What follows belongs to an exercise in optimizing a design on an open flow for small area, a short achievable clock period and few clock cycles; a production flow would make more cautious choices. The RTL was checked by simulation tests, not by an equivalence proof against the original design. Power and IR drop assume default switching activity.

==> design.v <==
module accelerator(
input clk,
input reset_n,
output reg SDRAM_readn,
output reg SDRAM_writen,
output SDRAM_chipselect,
input SDRAM_waitrequest,
output reg [31:0] SDRAM_address,
output [1:0] SDRAM_byteenable,
input SDRAM_readdatavalid,
input [15:0] SDRAM_readdata,
output reg [15:0] SDRAM_writedata,
input start,
output reg done
);
assign SDRAM_chipselect = 1'b1;
assign SDRAM_byteenable = 2'b11;
localparam INITIAL = 	 6'd1;   
localparam IMG_READ =	 6'd2;
localparam LOAD_IMG =	 6'd3;	 	
localparam W1_READ = 	 6'd4;		
localparam LOAD_W1 = 	 6'd5;
localparam WAIT_W1 =     6'd6;		
localparam IMGxW1 =  	 6'd7;	
localparam WAIT_ADD =    6'd8;	
localparam ADD =     	 6'd9;		
localparam B1_READ = 	 6'd10;		
localparam LOAD_B1 = 	 6'd11;
localparam ADD_BIAS =	 6'd12;
localparam WRITEBACK =	 6'd13;
localparam WRITE_COUNT = 6'd14;	
localparam CONTINUE =    6'd15;
localparam DONE = 		 6'd16;
localparam Z1_READ =	 6'd17;
localparam LOAD_Z1 =	 6'd18;	 	
localparam W2_READ = 	 6'd19;		
localparam LOAD_W2 = 	 6'd20;	
localparam Z1xW2 =  	 6'd21;	
localparam WAIT_ADD2 =   6'd22;	
localparam ADD2 =     	 6'd23;		
localparam B2_READ = 	 6'd24;		
localparam LOAD_B2 = 	 6'd25;
localparam ADD_BIAS2 =	 6'd26;
localparam WRITEBACK2 =	 6'd27;
localparam WRITE_COUNT2 =6'd28;	
localparam CONTINUE2 =   6'd39;
localparam DONE2 = 		 6'd30;
localparam N_IMG = 4;
localparam N_OUT = 200*N_IMG;
reg [31:0] dxwcount;   
reg [31:0] img_count;   
reg [31:0] node_count;  
reg [31:0] bias_count;
reg [31:0] wb_count;
reg [31:0] img_inc;
reg [31:0] w1_loadcount;
reg [31:0] pixel_count;
reg  add_finish;
reg [5:0] state;
reg [5:0] nextstate;
reg [15:0] img;
reg [15:0] w11,w12,w13,w14;
reg signed [15:0] b1;
reg signed [15:0] mux0, mux1, mux2, mux3, mux4, mux5, mux6, mux7, mux8, mux9, mux10, mux11, mux12, mux13, mux14, mux15;
reg signed [15:0] out_add;
reg [31:0] IMG_address;        
reg [31:0] W1_address;           
reg [31:0] B1_address;            
reg [31:0] WB_address;                      
reg [31:0] newIMG_address;
reg [31:0] newB1_address;
reg [31:0] newW1_address;
reg [31:0] Z1_address; 
reg [31:0] W2_address;
reg [31:0] B2_address;
reg [31:0] WB2_address;
reg [31:0] newZ1_address;
reg [31:0] newB2_address;
reg [31:0] newW2_address;
reg [31:0] dxwcount2;
reg [31:0] z1_count;
reg [31:0] node_count2;
reg [31:0] bias_count2;
reg [31:0] wb_count2;
reg  add_finish2;
reg [15:0] w2;
reg [15:0] z1;
reg signed [15:0] b2;
reg signed [15:0] out_add2;
reg signed [15:0] mux20, mux21, mux22, mux23;
always @(posedge clk)
begin 
	if(!reset_n)
		state <= INITIAL;
	else
		state <= nextstate; 
end
always @(*)
begin
	nextstate = INITIAL;
	case(state)
		INITIAL: begin
				nextstate = (start) ? IMG_READ : INITIAL;
				end
		IMG_READ: begin
				nextstate = (!SDRAM_waitrequest) ? LOAD_IMG : IMG_READ;
				end
		LOAD_IMG: begin
				nextstate = (SDRAM_readdatavalid) ? W1_READ : LOAD_IMG;
				end
		W1_READ: begin
				nextstate = (!SDRAM_waitrequest) ? LOAD_W1 : W1_READ;
				end
		LOAD_W1: begin
				if(SDRAM_readdatavalid)
					begin
					if(w1_loadcount == 3)
						nextstate = IMGxW1;
					else
						nextstate = WAIT_W1;
					end
				else
					nextstate = LOAD_W1;			
				end
		WAIT_W1: begin
				nextstate = W1_READ;
				end
		IMGxW1: begin
				nextstate = WAIT_ADD;
				end
		WAIT_ADD: begin
				nextstate = ADD;
				end
		ADD: begin
				nextstate = (add_finish) ? B1_READ : IMG_READ;
			 end
		B1_READ: begin
				nextstate = (!SDRAM_waitrequest) ? LOAD_B1 : B1_READ;
				end
		LOAD_B1: begin
				nextstate =  (SDRAM_readdatavalid) ? ADD_BIAS : LOAD_B1;
				end
		ADD_BIAS: begin
				nextstate = (pixel_count ==3) ? WRITEBACK: WRITE_COUNT;
				end
		WRITEBACK: begin
					nextstate = (SDRAM_waitrequest) ? WRITEBACK : WRITE_COUNT;
					end
		WRITE_COUNT: begin
					nextstate = CONTINUE;
					end
		CONTINUE: begin
				nextstate = (wb_count == N_OUT) ? DONE : IMG_READ;    
				end
		DONE: begin
				nextstate = Z1_READ;
			end
		Z1_READ: begin
				nextstate = (!SDRAM_waitrequest) ? LOAD_Z1 : Z1_READ;
				end
		LOAD_Z1: begin
				nextstate = (SDRAM_readdatavalid) ? W2_READ : LOAD_Z1;
				end
		W2_READ: begin
				nextstate = (!SDRAM_waitrequest) ? LOAD_W2 : W2_READ;
				end
		LOAD_W2: begin
					nextstate = (SDRAM_readdatavalid) ? Z1xW2 : LOAD_W2;
				end	
		Z1xW2: begin
				nextstate = WAIT_ADD2;
				end
		WAIT_ADD2: begin
				nextstate = ADD2;
				end
		ADD2: begin
				nextstate = (add_finish2) ? B2_READ : Z1_READ;
			 end
		B2_READ: begin
				nextstate = (!SDRAM_waitrequest) ? LOAD_B2 : B2_READ;
				end
		LOAD_B2: begin
				nextstate =  (SDRAM_readdatavalid) ? ADD_BIAS2 : LOAD_B2;
				end
		ADD_BIAS2: begin
				nextstate = WRITEBACK2;
				end
		WRITEBACK2: begin
					nextstate = (SDRAM_waitrequest) ? WRITEBACK2 : WRITE_COUNT2;
					end
		WRITE_COUNT2: begin
					nextstate = CONTINUE2;
					end
		CONTINUE2: begin
				nextstate = (wb_count2 == N_OUT) ? DONE2 : Z1_READ;    
				end
		DONE2: begin
				nextstate = (start == 0) ? INITIAL : DONE2; 
			end
		default: begin
				nextstate = INITIAL;
			end
	endcase
end
always @ (*) 
begin
	newIMG_address = (98*img_count) + img_inc;
	newW1_address = 40800 + (392*node_count) + dxwcount;
	newB1_address = 40000 + bias_count;
	newZ1_address = 143200 + (100*z1_count) + dxwcount2;
	newW2_address = 119200 + (100*node_count2) + dxwcount2;
	newB2_address = 40400 + bias_count2;
end	
always @ (*)
begin
	SDRAM_address = 32'd0;
	if(state == IMG_READ)      
		SDRAM_address = IMG_address;
	if(state == W1_READ)
		SDRAM_address = W1_address;
	if(state == B1_READ)
		SDRAM_address = B1_address;
	if(state == WRITEBACK)
		SDRAM_address = WB_address;
	if(state == Z1_READ)
		SDRAM_address = Z1_address;
	if(state == W2_READ)
		SDRAM_address = W2_address;
	if(state == B2_READ)
		SDRAM_address = B2_address;
	if(state == WRITEBACK2)
		SDRAM_address = WB2_address;
end
always @(*)
begin
	SDRAM_readn = (state == IMG_READ || state == W1_READ || state == B1_READ || state == Z1_READ || state == W2_READ || state == B2_READ) ? 0 : 1;    
	SDRAM_writen = (state == WRITEBACK || state == WRITEBACK2) ? 0 : 1;										 
	done = (state == DONE2) ? 1 : 0;
end
always @ (posedge clk)	
begin
	if(!reset_n) begin
		out_add <= 0;
	end
	else begin
	if(state == IMGxW1) begin
		mux0 <= (img[0] == 0) ? 0 : $signed(w11[3:0]);
		mux1 <= (img[1] == 0) ? 0 : $signed(w11[7:4]);
		mux2 <= (img[2] == 0) ? 0 : $signed(w11[11:8]);
		mux3 <= (img[3] == 0) ? 0 : $signed(w11[15:12]);
		mux4 <= (img[4] == 0) ? 0 : $signed(w12[3:0]);
		mux5 <= (img[5] == 0) ? 0 : $signed(w12[7:4]);
		mux6 <= (img[6] == 0) ? 0 : $signed(w12[11:8]);
		mux7 <= (img[7] == 0) ? 0 : $signed(w12[15:12]);
		mux8 <= (img[8] == 0) ? 0 : $signed(w13[3:0]);
		mux9 <= (img[9] == 0) ? 0 : $signed(w13[7:4]);
		mux10 <= (img[10] == 0) ? 0 : $signed(w13[11:8]);
		mux11 <= (img[11] == 0) ? 0 : $signed(w13[15:12]);
		mux12 <= (img[12] == 0) ? 0 : $signed(w14[3:0]);
		mux13 <= (img[13] == 0) ? 0 : $signed(w14[7:4]);
		mux14 <= (img[14] == 0) ? 0 : $signed(w14[11:8]);
		mux15 <= (img[15] == 0) ? 0 : $signed(w14[15:12]);
		end 
	else begin
		mux0 <= mux0;
		mux1 <= mux1;
		mux2 <= mux2;
		mux3 <= mux3;
		mux4 <= mux4;
		mux5 <= mux5;
		mux6 <= mux6;
		mux7 <= mux7;
		mux8 <= mux8;
		mux9 <= mux9;
		mux10 <= mux10;
		mux11 <= mux11;
		mux12 <= mux12;
		mux13 <= mux13;
		mux14 <= mux14;
		mux15 <= mux15;
		end
	if(state == ADD) 
		out_add <= out_add + mux0 + mux1 + mux2 + mux3 + mux4 + mux5 + mux6 + mux7 + mux8 + mux9 + mux10 + mux11 + mux12 + mux13 + mux14 + mux15;
	else if(state == WRITE_COUNT || state == DONE)
		out_add <= 0; 
	else 
		out_add <= out_add; 
	img <= (state == LOAD_IMG && SDRAM_readdatavalid) ? SDRAM_readdata : img;
	b1 <= (state == LOAD_B1 && SDRAM_readdatavalid) ? SDRAM_readdata : b1;
	if(state == LOAD_W1 && SDRAM_readdatavalid) begin
		case(w1_loadcount)
		0: w11 <= SDRAM_readdata;
		1: w12 <= SDRAM_readdata;
		2: w13 <= SDRAM_readdata;
		3: w14 <= SDRAM_readdata;
		endcase
	end
	else begin
		w11 <= w11;
		w12 <= w12;
		w13 <= w13;
		w14 <= w14;
	end
	end
end
always @ (posedge clk)
begin
	if(!reset_n) begin
		dxwcount <= 0;
		add_finish <= 0;
		w1_loadcount <= 0;
	end
	else begin
	if(state == W1_READ && SDRAM_waitrequest ==0)
	begin
		if(dxwcount == 390) begin     
			add_finish <= 1;
			dxwcount <= 0; 
			end
		else begin
			add_finish <= 0;
			dxwcount <= dxwcount + 2;
			end	
	end
	else if(state == DONE)
		begin
		add_finish <= 0;
		dxwcount <= 0;	
		end
	else begin
		add_finish <= add_finish;
		dxwcount <= dxwcount;
		end
	if(state == LOAD_W1 && SDRAM_readdatavalid ==1)
	begin
		if(w1_loadcount ==3)
			w1_loadcount <= 0;
		else 
			w1_loadcount <= w1_loadcount +1;
	end
	else if(state == DONE)
		w1_loadcount <= 0;
	else 
		w1_loadcount <= w1_loadcount;
	end
end
always@(posedge clk)
begin
	if(!reset_n) begin
		img_inc <= 0;
		img_count <= 0;
		node_count <= 0;
		bias_count <= 0;
		wb_count <= 0;
		pixel_count <= 0;
	end
	else begin
	if(state == IMGxW1) begin
		if(add_finish ==1)
			img_inc <= 0;
		else	
			img_inc <= img_inc +2; end
	else if(state == DONE)
		img_inc <= 0;
	else
		img_inc <= img_inc;
	if(state == ADD && add_finish == 1)
	begin
		if(node_count == 199) begin
			img_count <= img_count + 1;
			node_count <= 0;
			end 
		else begin
			img_count <= img_count;
			node_count <= node_count + 1;
			end
	end	
	else if(state == DONE)
		begin
		img_count <= 0;
		node_count <= 0;
		end
	else begin
		img_count <= img_count;
		node_count <= node_count;
		end
	if(state == LOAD_B1 && SDRAM_readdatavalid)
	begin
		if(bias_count == 398)    
			bias_count <= 0;
		else
			bias_count <= bias_count + 2;
	end
	else if(state == DONE)
		bias_count <= 0;
	else 
		bias_count <= bias_count;
	if(state == ADD_BIAS) begin
			wb_count <= wb_count + 1;
			if(pixel_count == 3)
				pixel_count <= 0;
			else
				pixel_count <= pixel_count +1;
			end
	else if(state == DONE) begin
		wb_count <= 0;
		pixel_count <=0;
		end
	else begin
		wb_count <= wb_count;
		pixel_count <= pixel_count;
		end
	end
end
always @(posedge clk)	
begin	
	if(!reset_n) begin
		IMG_address <= 32'd0;
		W1_address <= 32'd40800;
		B1_address <= 32'd40000;
		WB_address <= 32'd143200;
	end
	else begin
	if(state == WAIT_ADD || state == WRITE_COUNT)
		IMG_address <= newIMG_address;
	else if(state == DONE)
		IMG_address <= 32'd0;
	else
		IMG_address <= IMG_address;
	if((state == LOAD_W1 && SDRAM_readdatavalid ==1) || state == WRITE_COUNT)
		W1_address <= newW1_address;
	else if(state == DONE)
		W1_address <= 32'd40800;
	else 
		W1_address <= W1_address;
	if(state == ADD_BIAS)
		B1_address <= newB1_address;
	else if(state == DONE)
		B1_address <= 32'd40000; 
	else 
		B1_address <= B1_address;
	if(state == WRITEBACK && SDRAM_waitrequest == 0)
		WB_address <= (WB_address + 2);
	else if(state == DONE)
		WB_address <= 32'd143200;  
	else
		WB_address <= WB_address;
	end
end	
always @(posedge clk)
begin
	if(state == ADD_BIAS) begin
		case(pixel_count)
		0: SDRAM_writedata[3:0] <= ((out_add + b1)>= 0) ? 1 : 0;
		1: SDRAM_writedata[7:4] <= ((out_add + b1)>= 0) ? 1 : 0;
		2: SDRAM_writedata[11:8] <= ((out_add + b1)>= 0) ? 1 : 0;
		3: SDRAM_writedata[15:12] <= ((out_add + b1)>= 0) ? 1 : 0;
		endcase
		end
	if(state == ADD_BIAS2) begin
		if((out_add2 + b2)>= 0)
			SDRAM_writedata <= 1;
		else
			SDRAM_writedata <= 0;
		end
	if((state != ADD_BIAS) && (state != ADD_BIAS2))
		SDRAM_writedata <= SDRAM_writedata;
end
always @ (posedge clk)	
begin
	if(!reset_n) begin
		out_add2 <= 0;
	end
	else begin
	if(state == Z1xW2) begin
		mux20 <= (z1[3:0] == 0) ? 0 : $signed(w2[3:0]);
		mux21 <= (z1[7:4] == 0) ? 0 : $signed(w2[7:4]);
		mux22 <= (z1[11:8] == 0) ? 0 : $signed(w2[11:8]);
		mux23 <= (z1[15:12] == 0) ? 0 : $signed(w2[15:12]);
		end 
	else begin
		mux20 <= mux20;
		mux21 <= mux21;
		mux22 <= mux22;
		mux23 <= mux23;
		end
	if(state == ADD2) 
		out_add2 <= out_add2 + mux20 + mux21 + mux22 + mux23;
	else if(state == WRITE_COUNT2 || state == DONE2)
		out_add2 <= 0; 
	else 
		out_add2 <= out_add2; 
	z1 <= (state == LOAD_Z1 && SDRAM_readdatavalid) ? SDRAM_readdata : z1;
	w2 <= (state == LOAD_W2 && SDRAM_readdatavalid) ? SDRAM_readdata : w2;
	b2 <= (state == LOAD_B2 && SDRAM_readdatavalid) ? SDRAM_readdata : b2;
	end
end
always @ (posedge clk)
begin
	if(!reset_n) begin
		dxwcount2 <= 0;
		add_finish2 <= 0;
	end
	else begin
	if(state == W2_READ && SDRAM_waitrequest ==0)
	begin
		if(dxwcount2 == 98) begin     
			add_finish2 <= 1;
			dxwcount2 <= 0; 
			end
		else begin
			add_finish2 <= 0;
			dxwcount2 <= dxwcount2 + 2;
			end	
	end
	else if(state == DONE2)
		begin
		add_finish2 <= 0;
		dxwcount2 <= 0;	
		end
	else begin
		add_finish2 <= add_finish2;
		dxwcount2 <= dxwcount2;
		end
	end
end
always@(posedge clk)
begin
	if(!reset_n) begin
		z1_count <= 0;
		node_count2 <= 0;
		bias_count2 <= 0;
		wb_count2 <= 0;
	end
	else begin
	if(state == ADD2 && add_finish2 == 1)
	begin
		if(node_count2 == 199) begin
			z1_count <= z1_count + 1;
			node_count2 <= 0;
			end 
		else begin
			z1_count <= z1_count;
			node_count2 <= node_count2 + 1;
			end
	end	
	else if(state == DONE2)
		begin
		z1_count <= 0;
		node_count2 <= 0;
		end
	else begin
		z1_count <= z1_count;
		node_count2 <= node_count2;
		end
	if(state == LOAD_B2 && SDRAM_readdatavalid)
	begin
		if(bias_count2 == 398)    
			bias_count2 <= 0;
		else
			bias_count2 <= bias_count2 + 2;
	end
	else if(state == DONE2)
		bias_count2 <= 0;
	else 
		bias_count2 <= bias_count2;
	if(state == WRITEBACK2 && !SDRAM_waitrequest)
		wb_count2 <= wb_count2 + 1;
	else if(state == DONE2)
		wb_count2 <= 0;
	else
		wb_count2 <= wb_count2; 
	end
end
always@(posedge clk)	
begin	
	if(!reset_n) begin
		Z1_address <= 32'd143200;
		W2_address <= 32'd119200;
		B2_address <= 32'd40400;
		WB2_address <= 32'd183200;
	end
	else begin
	if(state == Z1xW2 || state == WRITE_COUNT2)
		Z1_address <= newZ1_address;
	else if(state == DONE2)
		Z1_address <= 32'd143200;
	else
		Z1_address <= Z1_address;
	if(state == Z1xW2 || state == WRITE_COUNT2)
		W2_address <= newW2_address;
	else if(state == DONE2)
		W2_address <= 32'd119200;
	else 
		W2_address <= W2_address;
	if(state == ADD_BIAS2)
		B2_address <= newB2_address;
	else if(state == DONE2)
		B2_address <= 32'd40400; 
	else 
		B2_address <= B2_address;
	if(state == WRITEBACK2 && SDRAM_waitrequest == 0)
		WB2_address <= (WB2_address + 2);
	else if(state == DONE2)
		WB2_address <= 32'd183200;  
	else
		WB2_address <= WB2_address;
	end
end
endmodule
==> run.sh <==
#!/bin/bash
# synth_recipe.tcl (not shown) runs the flow's synth.tcl, then flattens the netlist and writes it again
# the make line also repeats each setting of config.mk as NAME=value (left out here)
make -C /OpenROAD-flow-scripts/flow DESIGN_CONFIG=/design/flow/config.mk WORK_HOME=/design/flow/orfs CLKGATE_MAP_FILE= SYNTH_SCRIPT=/design/flow/synth_recipe.tcl finish
==> config.mk <==
export PLATFORM = sky130hd
export DESIGN_NAME = accelerator
export DESIGN_NICKNAME = accelerator
export VERILOG_FILES = /design/flow/design.v
export SDC_FILE = /design/flow/constraint.sdc
export NUM_CORES = 4
export LEC_CHECK = 0
export CAP_MARGIN = 20
export CORE_MARGIN = 2
export CORE_UTILIZATION = 40
export PLACE_DENSITY = 0.6
export SLEW_MARGIN = 20
==> constraint.sdc <==
create_clock -name core_clock -period 7.5 [get_ports {clk}]
set_input_delay 1.5000 -clock core_clock [delete_from_list [all_inputs] [get_ports {clk}]]
set_output_delay 1.5000 -clock core_clock [all_outputs]
set_load 0.01 [all_outputs]
==> reports/qor.txt <==
Max Cap Viol -> 0
most frequent cell after synthesis -> inv_1
fin util -> 0.4429
Vias/cell -> 5.584
Buffers on Ports -> 59
setup TNS -> 0 ps
Die Span X -> 402.4 um
most frequent cells after synthesis -> 763 x inv_1, 738 x nor2_1, 697 x dfxtp_1
Combinational Power Share -> 0.059
first-pass GRT wire length -> 282.2 mm
Post-synth EDFFs -> 228
dpl cells -> 9,275
cell taking the most area after synthesis -> dfxtp_1
synth top area cells -> dfxtp_1 22%, ha_1 12%, edfxtp_1 11%
crit path DAT -> 5090 ps
largest net degree at the start of global routing -> 144
Most used DFF post-synth -> dfxtp_1
outcome -> timing/DRC/antenna clean
GR Overflow Total -> 0
drt initial violations -> 4,602
Final Cycle Share -> 0.8788
CP bufs+invs -> 2
CP max stage cell -> nor3_2
CP endpoint kind -> output port
Synth Register Bits -> 925
# IOs -> 75
Seq pwr share -> 0.451
PD cells -> 162.6 nW/um2
CTS max path bufs -> 3
Finish-stage setup viols -> 0
FP Rows -> 146
Initial Utilization -> 0.4019
Reg clk slew, reported paths -> 60 ps
H-tree depth -> 3
Die ar. -> 162,000 um2
Remaining DRCs -> 0
clock network latency to the later pin of the worst-skew pair -> 780 ps
number of global-route vias before repair -> 50.27k
final hold viol count -> 0
sw frac -> 0.2424
Final #Nets -> 8,198
core area -> 158,000 um2
crit path cell chain -> buf_4, nand2b_1, nor3_2, a22oi_1, nand3_1, o21ai_0, a211oi_1, a221o_1, clkdlybuf4s50_1
via count -> 52.93k
Post-Syn Area -> 63,500 um2
sw power -> 0.002758 W
Die H -> 402.4 um
P_int -> 0.008623 W
Peak Freq -> 0.1517 GHz
initial antenna violation count -> 2
cell family with most CP delay -> compound AO/OA/AOI/OAI gates
Root Buffer -> clkbuf_16
Period minus WS final -> 6591 ps
hold_ws -> 458.8 ps
Syn Inst Count -> 7,367
post-DP HPWL -> 133.0 mm
Rel. slew slack -> 0.2371
Post CTS Setup Buffer Count -> 0
nature of the critical path startpoint -> flop
post-route antenna net violation count -> 0
CTS tree -> yes
Pins Over Slew Limit -> 0
routability cong. -> 0.9307
layout cells sized above 1 -> 0.04889
hold_buf cts -> 0
CP Max Fanout -> 25
RSZ-0062 raised after global routing -> no
Post-Route Skew -> 94.63 ps
Clk pwr share -> 0.490
post_cts resized -> 0
Non-Filler Instances -> 9,478
count of different cell masters after synthesis -> 90
HP Class -> flop to flop
Worst EP required -> 6000 ps
WS Path Type -> flop to output port
syn avg cell area -> 8.620 um2
Routed WL per cell -> 18.79 um
GRT Resource Usage Total -> 0.2158
CTS Buf Count -> 107
Critical Path Max Stage Delay -> 950 ps
Ys Warns -> 1
router iterations before antenna repair -> 7
register area share after synthesis -> 0.3275
Max VDD drop -> 0.2050 mV
async set-or-reset flop fraction in the synthesized netlist -> 0
Worst Tran Pin Value -> 1132 ps
leakage -> 29.42 nW
final wirelength -> 178.1 mm
top cell type's share of synthesized area -> 0.2197
clock sinks -> 925
area grow syn2layout -> 10.21%
## cell usage in the layout, fill, tap and decap left out, types with 31 or more instances in the layout
cell type        Yosys  final
nand2b_1            39     39
nor2b_1             52     52
a21o_1              97     97
o21bai_1            31     31
xor2_1             139    139
or3_1               82     82
a22oi_1            171    171
o21a_1              65     65
o211ai_1            46     46
nand3_1            296    294
edfxtp_1           228    228
inv_1              763    762
xnor2_1            278    278
a221o_1             32     32
and3_1             135    135
fa_1               246    246
o22ai_1             67     67
a21oi_1            475    474
a311oi_1            33     33
nor3_1             132    122
nand4_1            117    117
clkbuf_16            0    107
clkdlybuf4s50_1      0     58
nor2_1             738    735
buf_4               15     69
and2_1             104    104
a31oi_1             72     72
ha_1               617    617
dfxtp_1            697    697
or2_2               42     42
nand2_1            510    509
o21ai_0            365    361
nor4_1              99     97
a211oi_1            49     49
## final cells by class
class | count | area (um2)
fill | 15479 | 88030
sequential | 925 | 20800
antenna | 1 | 2.502
multi-input combinational | 5388 | 38780
clock buffer | 154 | 3134
inverter | 763 | 2872
clock inverter | 46 | 668.1
tap | 2072 | 2592
timing repair buffer | 129 | 1134
## path summary, 6_finish.rpt
check	from	slack (ps)	to	cells past startpoint
worst max register to register	node_count[0]	1000	W1_address[31]	24
worst min-delay path	W2_address[22]	460	W2_address[22]	2
worst max-delay path	state[3]	910	SDRAM_address[4]	9
worst min register to register	W2_address[22]	460	W2_address[22]	2
## metrics by stage
step	power [W]	area [um2]	worst slack, ps
after floorplan	0.005729	63550	315.0
after global placement	0.005902	66140	1056
after detailed placement	0.005911	66150	1059
after CTS	0.01150	69960	997.4
after global routing	0.01178	69980	481.5
final	0.01138	69990	908.6
## metal layers
metal | track usage | up-vias | wire length, um
li1 | - | 25629 | -
met5 | 0 | - | 0
met1 | 0.3064 | 25549 | 83300
met2 | 0.3404 | 1494 | 79040
met3 | 0.03010 | 257 | 10620
met4 | 0.06312 | 0 | 5143
## worst min-delay path, cell delays in order (launching register included)
cell     delay [ps]
dfxtp_1         330
nand2_1          40
o21ai_0          60
## flip-flops by register name, summed over array words and instances (netlist names), 32 cells and up
signal,flops
W1_address,32
Z1_address,32
node_count,32
node_count2,32
pixel_count,32
w1_loadcount,32
wb_count,32
wb_count2,32
## power groups by stage
| stage | Clock, W | Combinational (W) | Sequential [W] |
|---|---|---|---|
| finish | 0.00557 | 0.000677 | 0.00513 |
| global route | 0.00588 | 0.000765 | 0.00513 |
| CTS | 0.00569 | 0.000677 | 0.00513 |
| detailed placement | 0 | 0.000674 | 0.00524 |
| global placement | 0 | 0.000666 | 0.00524 |
| floorplan | 0 | 0.000507 | 0.00522 |
## cells by family after synthesis
logic type | count (synthesis) | synth area share
AOI/OAI and AO/OA | 1626 | 0.1605
xor gates and xnor gates | 417 | 0.05751
adders and majority gates | 863 | 0.1991
buffers and inverters | 1067 | 0.06429
DFF | 925 | 0.3275
muxes | 19 | 0.003290
other | 2 | 0.0001183
and+or+nand+nor | 2448 | 0.1876
Testbench counts, summed over its fixed seeds: cycles 5,681,360.

[separate check: timing with driven ports]
The flow's constraints put no driver on any port. The routed layout listed below was extracted and timed again, unchanged, in two steps.
Step 1, drivers: a clkbuf_16 drives clk and a buf_2 each remaining input, both assumed.
Step 2 times the ports against the registers' clock, not the clock port: input delays grow and output delays shrink by t, the midpoint of the rising clock arrivals with the driver on.
Slacks: ideal ports / drivers / drivers and shift; pairs: ideal ports / drivers.
t (ns): 0.820
setup WS [ns]: 0.909 / 0.824 / 0.996
hold slack, ns: 0.459 / 0.459 / 0.459
After both steps setup and hold are still met in this run. For this run, drivers alone change the setup slack by -0.085 ns; drivers and shift together by +0.087 ns.
